Context: an optimization exercise on an open-source flow, tuned for small area. The choices shown serve that exercise and are no tape-out recipe. In this exercise RTL edits were held to simulation tests only and were not proved equivalent to the original. Power is estimated from default activity; no workload was simulated.

File: design/flow/flow/run.sh
#!/bin/bash
set -euo pipefail
export BUFFER_PORTS_ARGS="-buffer_cell sky130_fd_sc_hd__buf_1"
bash standard.sh finish > standard_flow.log 2>&1
File: design/flow/standard.sh
#!/bin/bash
# synth_recipe.tcl (not shown) runs the flow's synth.tcl, then flattens the netlist and writes it again
# the make line also repeats each setting of config.mk as NAME=value (left out here)
make -C /OpenROAD-flow-scripts/flow DESIGN_CONFIG=/design/flow/config.mk WORK_HOME=/design/flow/orfs CLKGATE_MAP_FILE= SYNTH_SCRIPT=/design/flow/synth_recipe.tcl "${@:-finish}"
File: design/flow/config.mk
export PLATFORM = sky130hd
export DESIGN_NAME = dso100fb
export DESIGN_NICKNAME = dso100fb
export VERILOG_FILES = /design/flow/design.v
export SDC_FILE = /design/flow/constraint.sdc
export NUM_CORES = 4
export LEC_CHECK = 0
export CAP_MARGIN = 20
export CORE_MARGIN = 2
export CORE_UTILIZATION = 60
export CTS_BUF_LIST = sky130_fd_sc_hd__clkbuf_8
export CTS_CLUSTER_DIAMETER = 70
export CTS_CLUSTER_SIZE = 15
export PLACE_DENSITY = 0.75
export SLEW_MARGIN = 20
File: design/flow/constraint.sdc
create_clock -name core_clock -period 10.0 [get_ports {CLK}]
set_input_delay 2.0000 -clock core_clock [delete_from_list [all_inputs] [get_ports {CLK}]]
set_output_delay 2.0000 -clock core_clock [all_outputs]
set_load 0.01 [all_outputs]
File: design/flow/design.v
module dso100fb_registers (
    input CLK,
    input RST_N,
    input      [31:0] PADDR,
    input             PENABLE,
    output reg [31:0] PRDATA,
    output            PREADY,
    output            PSLVERR,
    input             PSEL,
    input      [31:0] PWDATA,
    input             PWRITE,
    output            INTR,
    output reg        START,
    output reg        STOP,
    input             STARTED,
    input             STOPPED,
    input       [1:0] STATE,
    output reg [31:0] FETCH_FB_BASE,
    output reg [22:0] FETCH_FB_LENGTH,
    output    [143:0] TIMING,
    output reg  [2:0] POL
);
    reg [1:0] isr;
    reg [1:0] imr;
    reg [23:0] creg [0:5];
    reg [23:0] pend_data;
    reg  [2:0] pcode;
    assign PREADY = 1'b1;
    assign PSLVERR = 1'b0;
    wire [3:0] idx = PADDR[5:2];
    wire       wr = PSEL & PENABLE & PWRITE;
    wire       idx_timing = (idx >= 4'd5) && (idx <= 4'd10);
    wire       phit = idx_timing && (pcode == idx[2:0]);
    genvar j;
    generate
        for(j = 0; j < 6; j = j + 1)
        begin : tregs
            localparam [2:0] CODE = (j + 5) & 7;
            always @ (posedge CLK)
                if(pcode == CODE || !RST_N)
                    creg[j] <= pend_data & {24{RST_N}};
            assign TIMING[24 * j +: 24] = creg[j];
        end
    endgenerate
    always @ (posedge CLK)
        pend_data <= { PWDATA[27:16], PWDATA[11:0] };
    always @ (posedge CLK or negedge RST_N)
        if(!RST_N)
            pcode <= 3'd3;
        else if(wr && idx_timing)
            pcode <= idx[2:0];
        else
            pcode <= 3'd3;
    reg [2:0] jsel;
    always @*
        case(idx[2:0])
        3'd5: jsel = 3'd0;
        3'd6: jsel = 3'd1;
        3'd7: jsel = 3'd2;
        3'd0: jsel = 3'd3;
        3'd1: jsel = 3'd4;
        default: jsel = 3'd5;
        endcase
    wire [23:0] tv = phit ? pend_data : creg[jsel];
    reg [31:0] rd;
    always @*
    begin
        rd = 32'b0;
        case(idx)
        4'd0: rd[3:2] = STATE;
        4'd1: rd[1:0] = isr;
        4'd2: rd[1:0] = imr;
        4'd3: rd = FETCH_FB_BASE;
        4'd4: rd[22:0] = FETCH_FB_LENGTH;
        4'd5, 4'd6, 4'd7, 4'd8, 4'd9, 4'd10:
            rd = { 4'b0, tv[23:12], 4'b0, tv[11:0] };
        4'd11: rd[2:0] = POL;
        default: ;
        endcase
    end
    always @ (posedge CLK or negedge RST_N)
        if(!RST_N)
        begin
            PRDATA <= 32'b0;
            START <= 1'b0;
            STOP <= 1'b0;
            isr <= 2'b00;
            imr <= 2'b00;
            FETCH_FB_BASE <= 32'b0;
            FETCH_FB_LENGTH <= 23'b0;
            POL <= 3'b0;
        end
        else
        begin
            START <= wr && (idx == 4'd0) && PWDATA[0];
            STOP <= wr && (idx == 4'd0) && PWDATA[1];
            if(PSEL)
                PRDATA <= rd;
            if(wr && idx == 4'd1)
                isr <= isr & PWDATA[1:0];
            else
                isr <= isr | { STOPPED, STARTED };
            if(wr && idx == 4'd2)
                imr <= PWDATA[1:0];
            if(wr && idx == 4'd3)
                FETCH_FB_BASE <= PWDATA;
            if(wr && idx == 4'd4)
                FETCH_FB_LENGTH <= PWDATA[22:0];
            if(wr && idx == 4'd11)
                POL <= PWDATA[2:0];
        end
    assign INTR = |(isr & imr);
endmodule
module dso100fb_startstop (
  input CLK,
  input RST_N,
  input START,
  input STOP,
  output STARTED,
  output STOPPED,
  output reg [1:0] STATE,
  output FETCH_EN,
  output LCD_ENABLE,
  output SYNC_ENABLE,
  input FRAME,
  output BL_ENABLE
);
    localparam S_IDLE     = 3'd0;
    localparam S_PU1      = 3'd1;
    localparam S_PU2      = 3'd2;
    localparam S_RUN      = 3'd3;
    localparam S_PD1      = 3'd4;
    localparam S_PD2      = 3'd5;
    localparam S_RUNDOWN  = 3'd6;
    reg [2:0] st;
    reg pulse;
    always @ (posedge CLK or negedge RST_N)
        if(!RST_N)
        begin
            st <= S_IDLE;
            pulse <= 1'b0;
        end
        else
        begin
            pulse <= 1'b0;
            case(st)
            S_IDLE:    if(START) st <= S_PU1;
            S_PU1:     if(FRAME) st <= S_PU2;
            S_PU2:     if(FRAME) begin st <= S_RUN; pulse <= 1'b1; end
            S_RUN:     if(STOP)  st <= S_PD1;
            S_PD1:     if(FRAME) st <= S_PD2;
            S_PD2:     if(FRAME) st <= S_RUNDOWN;
            S_RUNDOWN: if(FRAME) begin st <= S_IDLE; pulse <= 1'b1; end
            default: ;
            endcase
        end
    always @*
        case(st)
        S_IDLE:         STATE = 2'd0;
        S_PU1, S_PU2:   STATE = 2'd1;
        S_RUN:          STATE = 2'd2;
        default:        STATE = 2'd3;
        endcase
    assign LCD_ENABLE = (st != S_IDLE);
    assign SYNC_ENABLE = (st != S_IDLE);
    assign FETCH_EN = (st != S_IDLE) && (st != S_RUNDOWN);
    assign BL_ENABLE = (st == S_RUN);
    assign STARTED = pulse && (st != S_IDLE);
    assign STOPPED = pulse && (st == S_IDLE);
endmodule
module dso100fb_fetch (
  input             CLK,
  input             RST_N,
  input             FETCH_EN,
  input      [31:0] FETCH_FB_BASE,
  input      [22:0] FETCH_FB_LENGTH,
  output     [71:0] MCMD_TDATA,
  input             MCMD_TREADY,
  output reg        MCMD_TVALID,
  input       [7:0] MSTS_TDATA,
  output            MSTS_TREADY,
  input             MSTS_TVALID
);
    assign MCMD_TDATA = { 16'b0, FETCH_FB_BASE, 9'b010000001, FETCH_FB_LENGTH };
    assign MSTS_TREADY = 1'b1;
    always @ (posedge CLK or negedge RST_N)
        if(!RST_N)
            MCMD_TVALID <= 1'b0;
        else
            MCMD_TVALID <= FETCH_EN && MCMD_TREADY;
endmodule
module async_fifo (
    input             CLK,
    input             RD_RST_N,
    input             RD,
    output reg        RD_EMPTY,
    output reg        RD_VALID,
    input             RD_GATE,
    output     [31:0] RD_DATA,
    input             WR_RST_N,
    input             WR,
    output reg        WR_FULL,
    input      [31:0] WR_DATA
);
    reg [5:0] rbin, wbin;
    reg       rv1, rv2;
    reg [1:0] h, h1;
    reg WR_FULL2;
    wire wr_en = WR & ~WR_FULL;
    wire rd_en = RD & ~RD_EMPTY;
    wire [5:0] n = wbin - rbin;
    wire [5:0] wseen = n + { 5'b0, rv1 } + { 5'b0, rv2 };
    always @ (posedge CLK or negedge WR_RST_N)
        if(!WR_RST_N)
        begin
            wbin <= 6'b0;
            rv1 <= 1'b0;
            rv2 <= 1'b0;
            h <= 2'b0;
            h1 <= 2'b0;
            WR_FULL <= 1'b0;
            WR_FULL2 <= 1'b0;
        end
        else
        begin
            wbin <= wbin + wr_en;
            rv1 <= rd_en;
            rv2 <= rv1;
            h <= (RD_RST_N ? h1 : h) + wr_en;
            h1 <= (RD_RST_N ? 2'b0 : h1) + wr_en;
            WR_FULL <= (wseen + wr_en == 6'd32);
            WR_FULL2 <= wr_en ? (wseen == 6'd31) : (wseen == 6'd32);
        end
    always @ (posedge CLK or negedge RD_RST_N)
        if(!RD_RST_N)
        begin
            rbin <= 6'b0;
            RD_EMPTY <= 1'b1;
            RD_VALID <= 1'b0;
        end
        else
        begin
            rbin <= rbin + rd_en;
            RD_EMPTY <= (n - { 4'b0, h } == { 5'b0, rd_en });
            RD_VALID <= rd_en && RD_GATE;
        end
    reg [31:0] mem [0:31];
    wire [4:0] wslot = wbin[4:0] + 5'd1;
    genvar p;
    generate
        for(p = 0; p < 32; p = p + 1)
        begin : slot
            wire sel = (wslot == p);
            wire we = WR & ~WR_FULL & sel;
            wire hold = ~(WR & ~WR_FULL2 & sel);
            always @ (posedge CLK)
                mem[p] <= (WR_DATA & {32{we}}) | (mem[p] & {32{hold}});
        end
    endgenerate
    reg [31:0] rdata;
    integer k;
    always @*
    begin
        rdata = 32'b0;
        for(k = 0; k < 32; k = k + 1)
            rdata = rdata | (mem[k] & {32{RD_VALID && rbin[4:0] == k}});
    end
    assign RD_DATA = rdata;
endmodule
module dso100fb_sync (
    input        CLK,
    input        RST_N,
    input        VID_RST_N,
    input        EN,
    output reg   VID_DE,
    output reg   VID_HSYNC,
    output reg   VID_VSYNC,
    output       VIDEO_FETCH,
    output       OVERLAY_EN,
    output       OVERLAY_SYNC,
    input [143:0] TIMING,
    input   [2:0] POL,
    output       FRAME,
    output       DE_NEXT
);
    localparam H_IDLE    = 3'd0;
    localparam H_FP      = 3'd1;
    localparam H_SYNC    = 3'd2;
    localparam H_BP      = 3'd3;
    localparam H_BEFORE  = 3'd4;
    localparam H_OVERLAY = 3'd5;
    localparam H_AFTER   = 3'd6;
    localparam H_SYNC1   = 3'd7;
    localparam V_IDLE    = 3'd0;
    localparam V_FP      = 3'd1;
    localparam V_SYNC    = 3'd2;
    localparam V_BP      = 3'd3;
    localparam V_BEFORE  = 3'd4;
    localparam V_OVERLAY = 3'd5;
    localparam V_AFTER   = 3'd6;
    wire [11:0] WIDTHBEFOREOVERLAY  = TIMING[0   +: 12];
    wire [11:0] WIDTHOVERLAY        = TIMING[12  +: 12];
    wire [11:0] WIDTHAFTEROVERLAY   = TIMING[24  +: 12];
    wire [11:0] HFRONTPORCH         = TIMING[36  +: 12];
    wire [11:0] HSYNCPULSE          = TIMING[48  +: 12];
    wire [11:0] HBACKPORCH          = TIMING[60  +: 12];
    wire [11:0] HEIGHTBEFOREOVERLAY = TIMING[72  +: 12];
    wire [11:0] HEIGHTOVERLAY       = TIMING[84  +: 12];
    wire [11:0] HEIGHTAFTEROVERLAY  = TIMING[96  +: 12];
    wire [11:0] VFRONTPORCH         = TIMING[108 +: 12];
    wire [11:0] VSYNCPULSE          = TIMING[120 +: 12];
    wire [11:0] VBACKPORCH          = TIMING[132 +: 12];
    reg en_sync, en_video;
    reg [2:0] hstate;
    reg [2:0] vstate;
    reg frame;
    reg [11:0] hcounter;
    reg [11:0] vcounter;
    reg [2:0] pol_vid;
    reg frame_req;
    reg frame_sync, frame_main, frame_delayed;
    reg frame_ack_sync, frame_ack_video;
    wire line = (hstate == H_SYNC1);
    wire hsync = (hstate == H_SYNC) || (hstate == H_SYNC1);
    wire hde = hstate[2] && (hstate != H_SYNC1);
    wire h_overlay_en = (hstate == H_OVERLAY);
    wire vsync = (vstate == V_SYNC);
    wire vde = vstate[2];
    wire v_overlay_en = (vstate == V_OVERLAY);
    wire hcounter_end = !(|hcounter[11:1]);
    wire vcounter_end = !(|vcounter[11:1]);
    wire de = hde && vde;
    always @ (posedge CLK or negedge VID_RST_N)
        if(!VID_RST_N)
            pol_vid <= 3'b0;
        else
            pol_vid <= POL;
    always @ (posedge CLK or negedge VID_RST_N)
        if(!VID_RST_N)
            frame_req <= 1'b0;
        else
            frame_req <= (frame_req || frame) && !frame_ack_video;
    always @ (posedge CLK or negedge RST_N)
        if(!RST_N)
            { frame_delayed, frame_main, frame_sync } <= 3'b000;
        else
            { frame_delayed, frame_main, frame_sync } <= { frame_main, frame_sync, frame_req };
    always @ (posedge CLK or negedge VID_RST_N)
        if(!VID_RST_N)
            { frame_ack_video, frame_ack_sync } <= 2'b00;
        else
            { frame_ack_video, frame_ack_sync } <= { frame_ack_sync, frame_main };
    assign FRAME = frame_main && !frame_delayed;
    assign OVERLAY_EN = h_overlay_en && v_overlay_en;
    always @ (posedge CLK or negedge VID_RST_N)
        if(!VID_RST_N)
            { en_video, en_sync } <= 2'b00;
        else
            { en_video, en_sync } <= { en_sync, EN };
    wire nz_wbo = |WIDTHBEFOREOVERLAY;
    wire nz_wo  = |WIDTHOVERLAY;
    wire nz_wao = |WIDTHAFTEROVERLAY;
    wire nz_hbo = |HEIGHTBEFOREOVERLAY;
    wire nz_ho  = |HEIGHTOVERLAY;
    wire nz_hao = |HEIGHTAFTEROVERLAY;
    wire h_step = hcounter_end || !en_video;
    reg [2:0] hnext;
    reg h_ld_fp, h_ld_sync, h_ld_bp, h_ld_wbo, h_ld_wo, h_ld_wao;
    always @*
    begin
        hnext = hstate;
        { h_ld_fp, h_ld_sync, h_ld_bp, h_ld_wbo, h_ld_wo, h_ld_wao } = 6'b0;
        case(hstate)
        H_IDLE:
            if(en_video) begin hnext = H_FP; h_ld_fp = 1'b1; end
        H_FP:
            if(en_video) begin hnext = H_SYNC1; h_ld_sync = 1'b1; end
            else hnext = H_IDLE;
        H_SYNC, H_SYNC1:
            begin hnext = H_BP; h_ld_bp = 1'b1; end
        H_BP:
            if(nz_wbo) begin hnext = H_BEFORE; h_ld_wbo = 1'b1; end
            else if(nz_wo) begin hnext = H_OVERLAY; h_ld_wo = 1'b1; end
            else begin hnext = H_AFTER; h_ld_wao = 1'b1; end
        H_BEFORE:
            if(nz_wo) begin hnext = H_OVERLAY; h_ld_wo = 1'b1; end
            else if(nz_wao) begin hnext = H_AFTER; h_ld_wao = 1'b1; end
            else begin hnext = H_FP; h_ld_fp = 1'b1; end
        H_OVERLAY:
            if(nz_wao) begin hnext = H_AFTER; h_ld_wao = 1'b1; end
            else begin hnext = H_FP; h_ld_fp = 1'b1; end
        default:  
            begin hnext = H_FP; h_ld_fp = 1'b1; end
        endcase
    end
    wire h_ld = h_ld_fp | h_ld_sync | h_ld_bp | h_ld_wbo | h_ld_wo | h_ld_wao;
    wire [11:0] h_load = ({12{h_ld_fp}}   & HFRONTPORCH)
                       | ({12{h_ld_sync}} & HSYNCPULSE)
                       | ({12{h_ld_bp}}   & HBACKPORCH)
                       | ({12{h_ld_wbo}}  & WIDTHBEFOREOVERLAY)
                       | ({12{h_ld_wo}}   & WIDTHOVERLAY)
                       | ({12{h_ld_wao}}  & WIDTHAFTEROVERLAY);
    always @ (posedge CLK or negedge VID_RST_N)
        if(!VID_RST_N)
        begin
            hstate <= H_IDLE;
            hcounter <= 12'b0;
        end
        else if(h_step)
        begin
            hstate <= hnext;
            if(h_ld)
                hcounter <= h_load;
        end
        else
        begin
            hcounter <= hcounter - 1'b1;
            if(hstate == H_SYNC1)
                hstate <= H_SYNC;
        end
    wire v_step = vcounter_end || !en_video;
    reg [2:0] vnext;
    reg v_ld_hfp, v_ld_vfp, v_ld_sync, v_ld_bp, v_ld_hbo, v_ld_ho, v_ld_hao, v_frame;
    always @*
    begin
        vnext = vstate;
        { v_ld_hfp, v_ld_vfp, v_ld_sync, v_ld_bp, v_ld_hbo, v_ld_ho, v_ld_hao, v_frame } = 8'b0;
        case(vstate)
        V_IDLE:
            if(en_video) begin vnext = V_FP; v_ld_hfp = 1'b1; end
        V_FP:
        begin
            v_frame = 1'b1;
            if(en_video) begin vnext = V_SYNC; v_ld_sync = 1'b1; end
            else vnext = V_IDLE;
        end
        V_SYNC:
            begin vnext = V_BP; v_ld_bp = 1'b1; end
        V_BP:
            if(nz_hbo) begin vnext = V_BEFORE; v_ld_hbo = 1'b1; end
            else if(nz_ho) begin vnext = V_OVERLAY; v_ld_ho = 1'b1; end
            else begin vnext = V_AFTER; v_ld_hao = 1'b1; end
        V_BEFORE:
            if(nz_ho) begin vnext = V_OVERLAY; v_ld_ho = 1'b1; end
            else if(nz_hao) begin vnext = V_AFTER; v_ld_hao = 1'b1; end
            else begin vnext = V_FP; v_ld_vfp = 1'b1; end
        V_OVERLAY:
            if(nz_hao) begin vnext = V_AFTER; v_ld_hao = 1'b1; end
            else begin vnext = V_FP; v_ld_vfp = 1'b1; end
        V_AFTER:
            begin vnext = V_FP; v_ld_vfp = 1'b1; end
        default: ;
        endcase
    end
    wire v_ld = v_ld_hfp | v_ld_vfp | v_ld_sync | v_ld_bp | v_ld_hbo | v_ld_ho | v_ld_hao;
    wire [11:0] v_load = ({12{v_ld_hfp}}  & HFRONTPORCH)
                       | ({12{v_ld_vfp}}  & VFRONTPORCH)
                       | ({12{v_ld_sync}} & VSYNCPULSE)
                       | ({12{v_ld_bp}}   & VBACKPORCH)
                       | ({12{v_ld_hbo}}  & HEIGHTBEFOREOVERLAY)
                       | ({12{v_ld_ho}}   & HEIGHTOVERLAY)
                       | ({12{v_ld_hao}}  & HEIGHTAFTEROVERLAY);
    always @ (posedge CLK or negedge VID_RST_N)
        if(!VID_RST_N)
        begin
            vstate <= V_IDLE;
            vcounter <= 12'b0;
            frame <= 1'b0;
        end
        else
        begin
            frame <= (line || !en_video) && v_step && v_frame;
            if(line || !en_video)
            begin
                if(v_step)
                begin
                    vstate <= vnext;
                    if(v_ld)
                        vcounter <= v_load;
                end
                else
                    vcounter <= vcounter - 1'b1;
            end
        end
    always @ (posedge CLK or negedge VID_RST_N)
        if(!VID_RST_N)
        begin
            VID_DE <= 1'b0;
            VID_HSYNC <= 1'b0;
            VID_VSYNC <= 1'b0;
        end
        else
        begin
            VID_DE <= DE_NEXT;
            VID_HSYNC <= hsync ^ pol_vid[1];
            VID_VSYNC <= vsync ^ pol_vid[2];
        end
    assign VIDEO_FETCH = de;
    assign DE_NEXT = de ^ pol_vid[0];
    assign OVERLAY_SYNC = frame;
endmodule
module dso100fb_video_mix_saturating_add (
    input [7:0] A,
    input [7:0] B,
    output [7:0] O
);
    wire [8:0] c;
    wire [7:0] s;
    assign c[0] = 1'b0;
    genvar i;
    generate
        for(i = 0; i < 8; i = i + 1)
        begin : rca
            assign s[i] = A[i] ^ B[i] ^ c[i];
            assign c[i + 1] = (A[i] & B[i]) | (c[i] & (A[i] ^ B[i]));
        end
    endgenerate
    assign O = s | { 8 { c[8] } };
endmodule
module dso100fb_video_mix (
    input             VIDCLK,
    input             RST_N,
    input             VIDEO_VALID,
    input      [31:0] VIDEO_DATA,
    input             OVERLAY_EN,
    input             OVERLAY_VALID,
    input      [31:0] OVERLAY_DATA,
    input             DE,
    input             DE_NEXT,
    input             HSYNC,
    input             VSYNC,
    output reg [31:0] VID_DATA,
    output reg        VID_DE,
    output reg        VID_HSYNC,
    output reg        VID_VSYNC
);
    reg overlay_valid;
    reg [31:0] mix;
    wire [31:0] video_data;
    wire [31:0] overlay_data;
    wire [31:0] mixed_data;
    reg de2, hsync2, vsync2;
    always @ (posedge VIDCLK or negedge RST_N)
        if(!RST_N)
            overlay_valid <= 1'b0;
        else
            overlay_valid <= OVERLAY_EN && OVERLAY_VALID && DE_NEXT;
    assign video_data = VIDEO_DATA;
    assign overlay_data = overlay_valid ? OVERLAY_DATA : 32'b0;
    genvar byte_i;
    generate
        for(byte_i = 0; byte_i < 4; byte_i = byte_i + 1)
        begin : add_byte
            dso100fb_video_mix_saturating_add add (
                .A(video_data[(byte_i + 1) * 8 - 1:(byte_i * 8)]),
                .B(overlay_data[(byte_i + 1) * 8 - 1:(byte_i * 8)]),
                .O(mixed_data[(byte_i + 1) * 8 - 1:(byte_i * 8)])
            );
        end
    endgenerate
    always @ (posedge VIDCLK)
        mix <= mixed_data;
    always @ (posedge VIDCLK or negedge RST_N)
        if(!RST_N)
        begin
            VID_DATA <= 32'b0;
            { VID_DE, de2 } <= 2'b0;
            { VID_HSYNC, hsync2 } <= 2'b0;
            { VID_VSYNC, vsync2 } <= 2'b0;
        end
        else
        begin
            VID_DATA <= mix;
            { VID_DE, de2 } <= { de2, DE };
            { VID_HSYNC, hsync2 } <= { hsync2, HSYNC };
            { VID_VSYNC, vsync2 } <= { vsync2, VSYNC };
        end
endmodule
module dso100fb (
    input         CLK,
    input         RST_N,
    input  [31:0] PADDR,
    input         PENABLE,
    output [31:0] PRDATA,
    output        PREADY,
    output        PSLVERR,
    input         PSEL,
    input  [31:0] PWDATA,
    input         PWRITE,
    output [71:0] MCMD_TDATA,
    input         MCMD_TREADY,
    output        MCMD_TVALID,
    input   [7:0] MSTS_TDATA,
    output        MSTS_TREADY,
    input         MSTS_TVALID,
    input  [31:0] MDATA_TDATA,
    output        MDATA_TREADY,
    input         MDATA_TVALID,
    output [31:0] VID_DATA,
    output        VID_DE,
    output        VID_HSYNC,
    output        VID_VSYNC,
    output        INTR,
    output        LCD_ENABLE,
    output        BL_ENABLE,
    output        OVERLAY_EN,
    input         OVERLAY_VALID,
    input  [31:0] OVERLAY_DATA,
    output        OVERLAY_SYNC,
    output        VID_RST_N
);
    wire start, stop, started, stopped;
    wire [1:0] state;
    wire fetch_en, sync_enable, frame;
    wire [31:0] fetch_fb_base;
    wire [22:0] fetch_fb_length;
    wire [143:0] timing;
    wire [2:0] pol;
    wire fifo_full, video_empty, video_fetch;
    wire de, hsync, vsync;
    wire [4:0] rd_slot;
    wire [31:0] video_pixel;
    wire video_valid;
    wire de_next;
    reg vid_rst_n;
    reg vid_rst_sync;
    always @ (posedge CLK or negedge RST_N)
        if(!RST_N)
            { vid_rst_n, vid_rst_sync } <= 2'b00;
        else
            { vid_rst_n, vid_rst_sync } <= { vid_rst_sync, 1'b1 };
    assign VID_RST_N = vid_rst_n;
    dso100fb_registers regs (
        .CLK(CLK), .RST_N(RST_N),
        .PADDR(PADDR), .PENABLE(PENABLE), .PRDATA(PRDATA), .PREADY(PREADY),
        .PSEL(PSEL), .PSLVERR(PSLVERR), .PWDATA(PWDATA), .PWRITE(PWRITE),
        .INTR(INTR),
        .START(start), .STOP(stop), .STARTED(started), .STOPPED(stopped), .STATE(state),
        .FETCH_FB_BASE(fetch_fb_base), .FETCH_FB_LENGTH(fetch_fb_length),
        .TIMING(timing), .POL(pol)
    );
    dso100fb_startstop startstop (
        .CLK(CLK), .RST_N(RST_N),
        .START(start), .STOP(stop), .STARTED(started), .STOPPED(stopped), .STATE(state),
        .FETCH_EN(fetch_en), .LCD_ENABLE(LCD_ENABLE), .SYNC_ENABLE(sync_enable),
        .FRAME(frame), .BL_ENABLE(BL_ENABLE)
    );
    dso100fb_fetch fetch (
        .CLK(CLK), .RST_N(RST_N),
        .FETCH_EN(fetch_en), .FETCH_FB_BASE(fetch_fb_base), .FETCH_FB_LENGTH(fetch_fb_length),
        .MCMD_TDATA(MCMD_TDATA), .MCMD_TREADY(MCMD_TREADY), .MCMD_TVALID(MCMD_TVALID),
        .MSTS_TDATA(MSTS_TDATA), .MSTS_TVALID(MSTS_TVALID), .MSTS_TREADY(MSTS_TREADY)
    );
    async_fifo fb_fifo (
        .CLK(CLK),
        .RD_RST_N(vid_rst_n),
        .RD(video_fetch),
        .RD_EMPTY(video_empty),
        .RD_VALID(video_valid),
        .RD_GATE(de_next),
        .RD_DATA(video_pixel),
        .WR_RST_N(RST_N),
        .WR(MDATA_TVALID),
        .WR_FULL(fifo_full),
        .WR_DATA(MDATA_TDATA)
    );
    assign MDATA_TREADY = !fifo_full;
    dso100fb_sync sync (
        .CLK(CLK), .RST_N(RST_N), .VID_RST_N(vid_rst_n), .EN(sync_enable),
        .VID_DE(de), .VID_HSYNC(hsync), .VID_VSYNC(vsync),
        .VIDEO_FETCH(video_fetch), .OVERLAY_EN(OVERLAY_EN), .OVERLAY_SYNC(OVERLAY_SYNC),
        .TIMING(timing), .POL(pol),
        .FRAME(frame),
        .DE_NEXT(de_next)
    );
    dso100fb_video_mix mixer (
        .VIDCLK(CLK), .RST_N(vid_rst_n),
        .VIDEO_VALID(video_valid), .VIDEO_DATA(video_pixel),
        .OVERLAY_EN(OVERLAY_EN), .OVERLAY_VALID(OVERLAY_VALID), .OVERLAY_DATA(OVERLAY_DATA),
        .DE(de), .DE_NEXT(de_next), .HSYNC(hsync), .VSYNC(vsync),
        .VID_DATA(VID_DATA), .VID_DE(VID_DE), .VID_HSYNC(VID_HSYNC), .VID_VSYNC(VID_VSYNC)
    );
endmodule
==> results of run 1 <==
==> kinds of logic after synthesis <==
kind of cell | Yosys count | synth area share
and+or+nand+nor | 696 | 0.06564
AOI/OAI and AO/OA | 1954 | 0.2911
adders and majority gates | 53 | 0.01622
DFF | 1436 | 0.5660
buffers and inverters | 571 | 0.04044
muxes | 78 | 0.01586
xor gates and xnor gates | 29 | 0.004600
other | 2 | 0.0001360
==> worst paths after layout <==
kind                       slack, ns            start  cells after the start                 end
setup / recovery                2.76  fb_fifo.rbin[1]                     19       mixer.mix[13]
hold / removal                  0.32    mixer.mix[21]                      0  mixer.VID_DATA[21]
setup reg to reg                2.76  fb_fifo.rbin[1]                     19       mixer.mix[13]
hold reg to reg                 0.32    mixer.mix[21]                      0  mixer.VID_DATA[21]
max in group asynchronous       6.91            RST_N                      3           vid_rst_n
min in group asynchronous       0.40        vid_rst_n                      0     fb_fifo.rbin[5]
==> layout make-up <==
type | count | share of cell area
antenna | 6 | 0.0002527
multi-input combinational | 2831 | 0.3790
sequential | 1436 | 0.5261
inverter | 62 | 0.003917
clock buffer | 110 | 0.02548
timing repair buffer | 405 | 0.03662
clock inverter | 43 | 0.003685
tap | 1186 | 0.02498
==> worst max-delay path, stage by stage (launching register included) <==
cell	delay, ns
dfrtp_1	0.47
inv_1	0.13
nand2_1	0.62
nor2_4	0.05
buf_4	0.31
a22o_1	0.29
a221oi_1	0.22
nand4_1	0.25
or3_1	0.49
ha_1	0.22
fa_1	0.46
fa_1	0.47
fa_1	0.46
fa_1	0.67
fa_1	0.50
inv_1	0.09
fa_1	0.17
inv_1	0.07
fa_1	0.73
or2_2	0.41
==> through the flow <==
stage	power, uW	instance area, um2
global placement	12770	57650
global route	16620	59400
detailed placement	12950	57650
floorplan	11600	55290
CTS	15780	59390
finish	16010	59420
==> state kept, by name, summed over array words and instances (netlist names), 12 cells and up <==
name and cells:
regs.creg 144, mixer.mix 32, fb_fifo.mem 1024, regs.FETCH_FB_BASE 32
sync.hcounter 12, mixer.VID_DATA 32, sync.vcounter 12, regs.PRDATA 32
regs.pend_data 24, regs.FETCH_FB_LENGTH 23
==> cell usage after synthesis (21+ instances only) <==
| cell type | instances |
|---|---|
| a21oi_1 | 57 |
| a221oi_1 | 138 |
| a222oi_1 | 29 |
| a22o_1 | 1154 |
| a22oi_1 | 335 |
| and2_1 | 56 |
| buf_1 | 33 |
| clkbuf_1 | 454 |
| dfrtp_1 | 209 |
| dfxtp_1 | 1080 |
| edfxtp_1 | 144 |
| fa_1 | 31 |
| ha_1 | 22 |
| inv_1 | 62 |
| mux2_2 | 76 |
| nand2_1 | 129 |
| nand2b_1 | 21 |
| nand3_1 | 66 |
| nand4_1 | 95 |
| nor2_1 | 144 |
| nor2b_1 | 32 |
| nor3_1 | 36 |
| nor4_1 | 25 |
| o21a_1 | 23 |
| o21ai_0 | 57 |
| o22ai_1 | 40 |
| or2_2 | 31 |
| or3_1 | 21 |
==> cell usage in the layout (no fill, tap or decap), types with 56 or more instances in the layout <==
cell type and n:
edfxtp_1 144, dfxtp_1 1080, nor2_1 78, a221oi_1 138, a22oi_1 335, buf_1 232, nor2_4 64, nand3_1 66
nand2_1 97, dfrtp_1 208, a21oi_1 56, and2_1 56, nand4_1 95, buf_4 166, inv_1 95, clkbuf_8 110
mux2_2 76, a22o_1 1154
==> report_power, final <==
group          leakage, uW  switching (uW)  total [uW]  internal (uW)
clock network      0.00101            1940        2950           1020
logic              0.00898            2080        4030           1960
registers           0.0131            1220        9020           7800
==> metal layers <==
| layer | track usage | routed length, um |
|---|---|---|
| met1 | 0.5860 | 76240 |
| met2 | 0.6355 | 88730 |
| met3 | 0.1681 | 36350 |
| met4 | 0.2845 | 17310 |
| met5 | 0.002584 | 18 |
==> results.sh, run 1 <==
export IMPL_fill_cells=7135
export IMPL_port_buffers=237
export IMPL_grt_pass1_vias=44617
export IMPL_grt_overflow_total=0
export IMPL_place_inst=5919
export IMPL_worstPathArrival_ns=7.94
export IMPL_cts_buffers=108
export IMPL_ir_drop_v=0.0002007
export IMPL_drive_gt1_frac=0.1087
export IMPL_ctsResizeCount=0
export IMPL_die_w_um=307.4
export IMPL_dp_hpwl_um=120800
export IMPL_synth_edf_count=144
export IMPL_via_per_inst=7.775
export IMPL_holdWs_ns=0.3238
export IMPL_synthTopCellsByArea="dfxtp_1 39%, a22o_1 18%, dfrtp_1 9.5%"
export IMPL_ys_types=74
export IMPL_synth_area_mm2=0.05522
export IMPL_start_kind="flop"
export IMPL_synthFlopType="dfxtp_1"
export IMPL_ios=295
export IMPL_setup_viol=0
export IMPL_p_leak_uw=0.02308
export IMPL_start_util=0.6043
export IMPL_tns_ns=0
export IMPL_core_mm2=0.09139
export IMPL_status="no timing/DRC/antenna violations"
export IMPL_hold_buffers=0
export IMPL_ys_seq_area_frac=0.5660
export IMPL_synth_top_area_frac=0.3915
export IMPL_yosys_warnings=9
export IMPL_synth_seq_cells=1436
export IMPL_final_util=0.6502
export IMPL_async_reset_ff_frac=0.1476
export IMPL_drcViolationCount=0
export IMPL_nNetsFinal=5042
export IMPL_register_area_mm2=0.03126
export IMPL_tightest_slew_ns=1.264
export IMPL_synth_top_area_cell="dfxtp_1"
export IMPL_wl_per_cell_um=35.97
export IMPL_period_share=0.7235
export IMPL_multi_input_area_mm2=0.02252
export IMPL_ant_nets=0
export IMPL_clockBufferDepth=3
export IMPL_clk_pin_slew_ns=0.10
export IMPL_clk_latency_ns=0.85
export IMPL_hold_violations=0
export IMPL_post_cts_buffers=0
export IMPL_clock_root_buffer="clkbuf_8"
export IMPL_drt_pass1_iterations=10
export IMPL_fin_crit_ns=7.235
export IMPL_dieArea_mm2=0.09448
export IMPL_wl_um=218600
export IMPL_fin_cells=6079
export IMPL_gp_congestion=0.9718
export IMPL_finalClockSkew_ns=0.05739
export IMPL_syn_avg_cell_area_um2=11.46
export IMPL_grt_start_max_net_pins=80
export IMPL_fmax_ghz=0.1382
export IMPL_slew_viol_final=0
export IMPL_grt_first_pass_wirelength_um=311800
export IMPL_globalRouteTotalUtil=0.4516
export IMPL_max_cap_violations=0
export IMPL_hold_class="flop to flop"
export IMPL_drtIter0Drc=8110
export IMPL_path_class="flop to flop"
export IMPL_clock_sinks=1436
export IMPL_htree_levels=3
export IMPL_num_vias=47267
export IMPL_relSlewSlack=0.1576
export IMPL_rows=111
export IMPL_die_height_um=307.4
export IMPL_layout_setup_ws_ns=2.765
export IMPL_end_kind="flop"
export IMPL_syn_to_final_growth_pct=7.595
export IMPL_pre_cts_ws_ns=2.893
export IMPL_rsz0062_at_grt="false"
export IMPL_critPathRequiredTime_ns=10.71
export IMPL_cts_tree="built"
export IMPL_cp_max_fo=16
export IMPL_powerDensity_mw_per_mm2=269.4
export IMPL_syn_inst=4819
export IMPL_antenna_found_initial=3
==> run 2: changes to the inputs <==
--- a/design/flow/config.mk
+++ b/design/flow/config.mk
@@ -9,7 +9,7 @@
 export CORE_MARGIN = 2
 export CORE_UTILIZATION = 60
 export CTS_BUF_LIST = sky130_fd_sc_hd__clkbuf_8
-export CTS_CLUSTER_DIAMETER = 70
-export CTS_CLUSTER_SIZE = 15
+export CTS_CLUSTER_DIAMETER = 60
+export CTS_CLUSTER_SIZE = 16
 export PLACE_DENSITY = 0.75
 export SLEW_MARGIN = 20
==> results.sh, run 2 <==
export IMPL_ys_seq_area_frac=0.5660
export IMPL_grt_pass1_vias=44664
export IMPL_cts_tree="built"
export IMPL_rows=111
export IMPL_layout_commonest_cell="a22o_1"
export IMPL_tightest_slew_ns=1.286
export IMPL_crit_end="mixer.mix[13]"
export IMPL_gp_congestion=0.9718
export IMPL_drtIter0Drc=7823
export IMPL_fmax_ghz=0.1375
export IMPL_drive_gt1_frac=0.1132
export IMPL_synth_area_mm2=0.05522
export IMPL_period_share=0.7273
export IMPL_critical_path_reg2reg_endpoint="mixer.mix[13]"
export IMPL_finalClockSkew_ns=0.07230
export IMPL_num_vias=47387
export IMPL_final_cell_mix="1154 x a22o_1, 1080 x dfxtp_1, 335 x a22oi_1"
export IMPL_max_cap_violations=0
export IMPL_syn_inst=4819
export IMPL_fin_cells=6095
export IMPL_clockBufferDepth=3
export IMPL_critPathRequiredTime_ns=10.68
export IMPL_grt_start_max_net_pins=80
export IMPL_synth_edf_count=144
export IMPL_grt_first_pass_wirelength_um=310900
export IMPL_p_leak_uw=0.02318
export IMPL_start_util=0.6043
export IMPL_nNetsFinal=5043
export IMPL_crit_start="fb_fifo.rbin[1]"
export IMPL_die_height_um=307.4
export IMPL_htree_levels=3
export IMPL_hold_violations=0
export IMPL_synthTopCellsByArea="dfxtp_1 39%, a22o_1 18%, dfrtp_1 9.5%"
export IMPL_top_regs="fb_fifo.mem: 1024 flops, regs.creg: 144 flops"
export IMPL_via_per_inst=7.775
export IMPL_pre_cts_ws_ns=2.893
export IMPL_hold_class="flop to flop"
export IMPL_grt_overflow_total=0
export IMPL_relSlewSlack=0.1426
export IMPL_wl_per_cell_um=35.75
export IMPL_largest_register_ffs=1024
export IMPL_die_w_um=307.4
export IMPL_synth_seq_cells=1436
export IMPL_status="no timing/DRC/antenna violations"
export IMPL_synth_top_area_cell="dfxtp_1"
export IMPL_dp_hpwl_um=120800
export IMPL_r2r_cells=19
export IMPL_tns_ns=0
export IMPL_rsz0062_at_grt="false"
export IMPL_ys_types=74
export IMPL_syn_to_final_growth_pct=8.044
export IMPL_clock_root_buffer="clkbuf_8"
export IMPL_clk_pin_slew_ns=0.11
export IMPL_wl_um=217900
export IMPL_start_kind="flop"
export IMPL_layout_setup_ws_ns=2.727
export IMPL_cp_max_fo=16
export IMPL_fill_cells=7131
export IMPL_r2r_start="fb_fifo.rbin[1]"
export IMPL_ctsResizeCount=0
export IMPL_yosys_warnings=9
export IMPL_core_mm2=0.09139
export IMPL_synth_most_common_cell="a22o_1"
export IMPL_clock_sinks=1436
export IMPL_ant_nets=0
export IMPL_slew_viol_final=0
export IMPL_setup_viol=0
export IMPL_place_inst=5919
export IMPL_globalRouteTotalUtil=0.4502
export IMPL_path_class="flop to flop"
export IMPL_drt_pass1_iterations=9
export IMPL_post_cts_buffers=0
export IMPL_synth_top_area_frac=0.3915
export IMPL_dieArea_mm2=0.09448
export IMPL_netlist_top_cells_count="1154 x a22o_1, 1080 x dfxtp_1, 454 x clkbuf_1"
export IMPL_port_buffers=237
export IMPL_regToRegSetupSlack_ns=2.73
export IMPL_hold_buffers=0
export IMPL_async_reset_ff_frac=0.1476
export IMPL_syn_avg_cell_area_um2=11.46
export IMPL_powerDensity_mw_per_mm2=270.8
export IMPL_top_register="fb_fifo.mem"
export IMPL_end_kind="flop"
export IMPL_drcViolationCount=0
export IMPL_synthFlopType="dfxtp_1"
export IMPL_cts_buffers=108
export IMPL_clk_latency_ns=0.84
export IMPL_worstPathArrival_ns=7.95
export IMPL_ios=295
export IMPL_ir_drop_v=0.0001733
export IMPL_antenna_found_initial=6
export IMPL_fin_crit_ns=7.273
-- run 2: cell counts after synthesis --
Identical to the previous run, type by type.
-- run 2: cell type report --
type	instances	area, um2	share of cell area
inverter	62	232.7	0.003901
sequential	1436	31260	0.5239
clock buffer	116	1597	0.02676
multi-input combinational	2831	22520	0.3774
clock inverter	51	361.6	0.006061
tap	1186	1484	0.02487
timing repair buffer	406	2196	0.03680
antenna	7	17.52	0.0002936
-- run 2: through the flow --
stage / utilization / hold slack [ns] / total power (uW) / area (um2)
3_3_place_gp: 0.6308 / 0.3170 / 12770 / 57650
6_report: 0.6529 / 0.3123 / 16160 / 59660
3_5_place_dp: 0.6309 / 0.3195 / 12950 / 57650
4_1_cts: 0.6523 / 0.3145 / 15940 / 59610
5_1_grt: 0.6527 / 0.3136 / 16770 / 59650
2_1_floorplan: - / 0.3163 / 11600 / 55290
-- run 2: worst min-delay path by stage --
| stage | startpoint | endpoint | slack (ns) | depth (start not counted) |
|---|---|---|---|---|
| after floorplan | mixer.mix[0] | mixer.VID_DATA[0] | 0.32 | 0 |
| after global placement | mixer.mix[9] | mixer.VID_DATA[9] | 0.32 | 0 |
| after detailed placement | mixer.mix[24] | mixer.VID_DATA[24] | 0.32 | 0 |
| after CTS | mixer.mix[21] | mixer.VID_DATA[21] | 0.31 | 0 |
| after global routing | mixer.mix[21] | mixer.VID_DATA[21] | 0.31 | 0 |
| final | mixer.mix[21] | mixer.VID_DATA[21] | 0.31 | 0 |
-- run 2: metal layers --
metal / vias to the layer above / part of all wire / track usage
met4: 2 / 0.083 / 0.2878
met2: 4350 / 0.40 / 0.6305
met1: 23017 / 0.35 / 0.5842
met5: - / 0.00023 / 0.001034
li1: 18741 / - / -
met3: 1277 / 0.16 / 0.1690
-- run 2: cell families after synthesis --
family | synth area share
XOR/XNOR | 0.004600
AO/OA/AOI/OAI | 0.2911
AND/OR/NAND/NOR | 0.06564
multiplexers | 0.01586
buffers and inverters | 0.04044
flip-flops | 0.5660
other | 0.0001360
adder cells (fa/ha/maj) | 0.01622
-- run 2: where the power goes --
| part | switching, uW | internal [uW] |
|---|---|---|
| clock network | 1970 | 1140 |
| registers | 1220 | 7800 |
| logic | 2070 | 1960 |
| total | 5260 | 10900 |
-- run 2: worst max-delay path, cell delays in order, from the launching register on --
cell	delay, ns
dfrtp_1	0.48
inv_1	0.14
nand2_1	0.62
nor2_4	0.05
buf_4	0.31
a22o_1	0.28
a221oi_1	0.22
nand4_1	0.25
or3_1	0.50
ha_1	0.23
fa_1	0.47
fa_1	0.47
fa_1	0.46
fa_1	0.68
fa_1	0.50
inv_1	0.09
fa_1	0.17
inv_1	0.07
fa_1	0.71
or2_2	0.40
==> run 3: changes to the inputs <==
--- a/design/flow/design.v
+++ b/design/flow/design.v
@@ -196,6 +196,7 @@
     output reg        RD_EMPTY,
     output reg        RD_VALID,
     input             RD_GATE,
+    input             RD_DE,
     output     [31:0] RD_DATA,
     input             WR_RST_N,
     input             WR,
@@ -251,19 +252,28 @@
         for(p = 0; p < 32; p = p + 1)
         begin : slot
             wire sel = (wslot == p);
-            wire we = WR & ~WR_FULL & sel;
-            wire hold = ~(WR & ~WR_FULL2 & sel);
+            wire we_lo = WR & ~WR_FULL & sel;
+            wire hold_lo = ~(WR & ~WR_FULL2 & sel);
+            wire we_hi = WR & ~WR_FULL2 & sel;
+            wire hold_hi = ~(WR & ~WR_FULL & sel);
             always @ (posedge CLK)
-                mem[p] <= (WR_DATA & {32{we}}) | (mem[p] & {32{hold}});
+            begin
+                mem[p][15:0] <= (WR_DATA[15:0] & {16{we_lo}}) | (mem[p][15:0] & {16{hold_lo}});
+                mem[p][31:16] <= (WR_DATA[31:16] & {16{we_hi}}) | (mem[p][31:16] & {16{hold_hi}});
+            end
         end
     endgenerate
+    wire rd_valid_hi = rv1 && RD_DE;
     reg [31:0] rdata;
     integer k;
     always @*
     begin
         rdata = 32'b0;
         for(k = 0; k < 32; k = k + 1)
-            rdata = rdata | (mem[k] & {32{RD_VALID && rbin[4:0] == k}});
+        begin
+            rdata[15:0] = rdata[15:0] | (mem[k][15:0] & {16{RD_VALID && rbin[4:0] == k}});
+            rdata[31:16] = rdata[31:16] | (mem[k][31:16] & {16{rd_valid_hi && rbin[4:0] == k}});
+        end
     end
     assign RD_DATA = rdata;
 endmodule
@@ -658,6 +668,7 @@
         .RD_EMPTY(video_empty),
         .RD_VALID(video_valid),
         .RD_GATE(de_next),
+        .RD_DE(de),
         .RD_DATA(video_pixel),
         .WR_RST_N(RST_N),
         .WR(MDATA_TVALID),
--- a/design/flow/config.mk
+++ b/design/flow/config.mk
@@ -9,7 +9,7 @@
 export CORE_MARGIN = 2
 export CORE_UTILIZATION = 60
 export CTS_BUF_LIST = sky130_fd_sc_hd__clkbuf_8
-export CTS_CLUSTER_DIAMETER = 60
-export CTS_CLUSTER_SIZE = 16
+export CTS_CLUSTER_DIAMETER = 70
+export CTS_CLUSTER_SIZE = 15
 export PLACE_DENSITY = 0.75
 export SLEW_MARGIN = 20
==> results.sh, run 3 <==
export IMPL_grt_first_pass_wirelength_um=305600
export IMPL_ios=295
export IMPL_wl_um=213700
export IMPL_ys_types=78
export IMPL_ant_nets=0
export IMPL_ys_seq_area_frac=0.5664
export IMPL_fin_crit_ns=6.727
export IMPL_layout_setup_ws_ns=3.273
export IMPL_period_share=0.6727
export IMPL_final_cell_mix="1138 x a22o_1, 1080 x dfxtp_1, 308 x a22oi_1"
export IMPL_slowest_delay_ns=0.62
export IMPL_finalClockSkew_ns=0.04960
export IMPL_grt_start_max_net_pins=71
export IMPL_drive_gt1_frac=0.09662
export IMPL_synth_seq_cells=1436
export IMPL_clock_sinks=1436
export IMPL_ir_drop_v=0.0001677
export IMPL_clk_latency_ns=0.89
export IMPL_largest_register_ffs=1024
export IMPL_async_reset_ff_frac=0.1476
export IMPL_clock_root_buffer="clkbuf_8"
export IMPL_wl_per_cell_um=34.70
export IMPL_max_cap_violations=0
export IMPL_critPathRequiredTime_ns=10.74
export IMPL_r2r_start="fb_fifo.rbin[4]"
export IMPL_slew_viol_final=0
export IMPL_die_w_um=307.3
export IMPL_top_register="fb_fifo.mem"
export IMPL_cts_buffers=106
export IMPL_htree_levels=3
export IMPL_crit_family="adder cells"
export IMPL_dieArea_mm2=0.09441
export IMPL_die_height_um=307.3
export IMPL_p_leak_uw=0.02374
export IMPL_hold_class="flop to asynchronous set/reset pin"
export IMPL_core_mm2=0.09139
export IMPL_relSlewSlack=0.1266
export IMPL_netlist_top_cells_count="1138 x a22o_1, 1080 x dfxtp_1, 348 x clkbuf_1"
export IMPL_layout_commonest_cell="a22o_1"
export IMPL_tns_ns=0
export IMPL_start_kind="flop"
export IMPL_regToRegSetupSlack_ns=3.27
export IMPL_antenna_found_initial=13
export IMPL_synthTopCellsByArea="dfxtp_1 39%, a22o_1 18%, dfrtp_1 9.5%"
export IMPL_post_cts_buffers=0
export IMPL_synth_top_area_frac=0.3918
export IMPL_drt_pass1_iterations=9
export IMPL_fmax_ghz=0.1487
export IMPL_top_regs="fb_fifo.mem: 1024 flops, regs.creg: 144 flops"
export IMPL_syn_inst=4818
export IMPL_worstPathArrival_ns=7.47
export IMPL_synth_area_mm2=0.05518
export IMPL_nNetsFinal=5125
export IMPL_path_class="flop to flop"
export IMPL_pre_cts_ws_ns=3.372
export IMPL_synth_top_area_cell="dfxtp_1"
export IMPL_cp_num_buf_inv=4
export IMPL_hold_buffers=0
export IMPL_setup_viol=0
export IMPL_dp_hpwl_um=129400
export IMPL_globalRouteTotalUtil=0.4410
export IMPL_yosys_warnings=9
export IMPL_crit_chain="inv_1 > nand2_1 > nor2_1 > buf_4 > a22o_1 > a221oi_1 > nand4_1 > or3_1 > fa_1 > fa_1 > fa_1 > fa_1 > inv_1 > fa_1 > inv_1 > fa_1 > fa_1 > or2_2"
export IMPL_crit_path_top_delay_cell="nand4_1"
export IMPL_rows=111
export IMPL_synth_edf_count=144
export IMPL_gp_congestion=0.9939
export IMPL_grt_overflow_total=0
export IMPL_ctsResizeCount=0
export IMPL_start_util=0.6038
export IMPL_hold_violations=0
export IMPL_rsz0062_at_grt="false"
export IMPL_critical_path_reg2reg_endpoint="mixer.mix[2]"
export IMPL_cts_tree="built"
export IMPL_clk_pin_slew_ns=0.10
export IMPL_port_buffers=237
export IMPL_clockBufferDepth=3
export IMPL_powerDensity_mw_per_mm2=269.8
export IMPL_end_kind="flop"
export IMPL_r2r_cells=18
export IMPL_drtIter0Drc=7729
export IMPL_crit_top_cell="fa_1"
export IMPL_syn_avg_cell_area_um2=11.45
export IMPL_status="no timing/DRC/antenna violations"
export IMPL_tightest_slew_ns=1.307
export IMPL_synthFlopType="dfxtp_1"
export IMPL_synth_most_common_cell="a22o_1"
export IMPL_cp_max_fo=16
export IMPL_grt_pass1_vias=44109
export IMPL_via_per_inst=7.599
export IMPL_syn_to_final_growth_pct=7.220
export IMPL_drcViolationCount=0
export IMPL_num_vias=46794
## run 3: worst register-to-register path, delay by kind of cell (launching register included)
family	cells	cell delay (ns)
fa+ha+maj	7	2.94
simple gates	5	2.05
compound gates	2	0.64
buf+inv	4	0.55
flops	1	0.44
## run 3: logic make-up after synthesis
family,synth area share
AOI/OAI and AO/OA,0.2858
DFF,0.5664
and+or+nand+nor,0.07598
buffers and inverters,0.03324
muxes,0.01689
adders and majority gates,0.01624
xor gates and xnor gates,0.005306
other,0.0001361
## run 3: report_power, final
group          leakage (uW)  switching (uW)  internal, uW
registers            0.0131            1230          7830
clock network      0.000992            1910          1010
logic               0.00966            2030          1940
total                0.0237            5170         10800
## run 3: per-layer routing
layer / vias to the layer above / part of all wire / global-route usage
met5: - / 0.00037 / 0
met4: 14 / 0.083 / 0.2771
met3: 1101 / 0.16 / 0.1710
met2: 4117 / 0.40 / 0.6130
met1: 22610 / 0.36 / 0.5749
li1: 18952 / - / -
## run 3: how the worst max path moves through the flow
| stage | from | depth (start not counted) | to | slack (ns) |
|---|---|---|---|---|
| after floorplan | OVERLAY_DATA[0] | 12 | mixer.mix[0] | 4.25 |
| after global placement | fb_fifo.rbin[4] | 19 | mixer.mix[10] | 3.42 |
| after detailed placement | fb_fifo.rbin[4] | 19 | mixer.mix[12] | 3.37 |
| after CTS | fb_fifo.rbin[4] | 19 | mixer.mix[11] | 3.35 |
| after global routing | fb_fifo.rbin[4] | 19 | mixer.mix[13] | 3.02 |
| final | fb_fifo.rbin[4] | 18 | mixer.mix[2] | 3.27 |
## run 3: final cells by class
| class | instances | area (um2) |
|---|---|---|
| inverter | 37 | 138.9 |
| antenna | 4 | 10.01 |
| clock buffer | 111 | 1528 |
| sequential | 1436 | 31260 |
| timing repair buffer | 400 | 2195 |
| multi-input combinational | 2946 | 22370 |
| fill | 7177 | 32220 |
| clock inverter | 38 | 178.9 |
| tap | 1186 | 1484 |
## run 3: per-stage QoR
step | instances | hold WS (ns) | total power, uW | instance area, um2 | util
floorplan | 4837 | 0.3163 | 11670 | 55250 | -
global placement | 5999 | 0.2786 | 12750 | 57330 | 0.6273
detailed placement | 6000 | 0.2840 | 12930 | 57350 | 0.6276
CTS | 6149 | 0.2961 | 15740 | 59060 | 0.6462
global route | 6156 | 0.3087 | 16590 | 59160 | 0.6473
finish | 6158 | 0.2748 | 15960 | 59160 | 0.6474

-- afterwards: timing with drivers on the ports --
No port has a modelled driver above. Below, the same layouts with a new extraction and two added sets of constraints.
Step 1 (the two cells are an assumption about what drives the block):
set clk [get_ports {CLK}]
set_driving_cell -lib_cell sky130_fd_sc_hd__clkbuf_16 $clk
set_driving_cell -lib_cell sky130_fd_sc_hd__buf_2 [delete_from_list [all_inputs] $clk]
Step 2 moves the port delays by t, midway between the first and last clock arrival at a register: inputs arrive t later, outputs are due t later. That takes back most of the time a late clock gives input paths.
Slacks: ideal ports / drivers / drivers and shift; pairs: ideal ports / drivers.
| run | t (ns) | slack for setup (ns) | latest minus earliest clock arrival (ns) |
|---|---|---|---|
| run 1 | 0.894 | 2.765 / 2.765 / 2.765 | 0.076 / 0.076 |
| run 2 | 0.871 | 2.727 / 2.727 / 2.727 | 0.084 / 0.085 |
| run 3 | 0.926 | 3.273 / 3.273 / 3.273 | 0.065 / 0.065 |
After both steps every run listed still meets setup and hold.
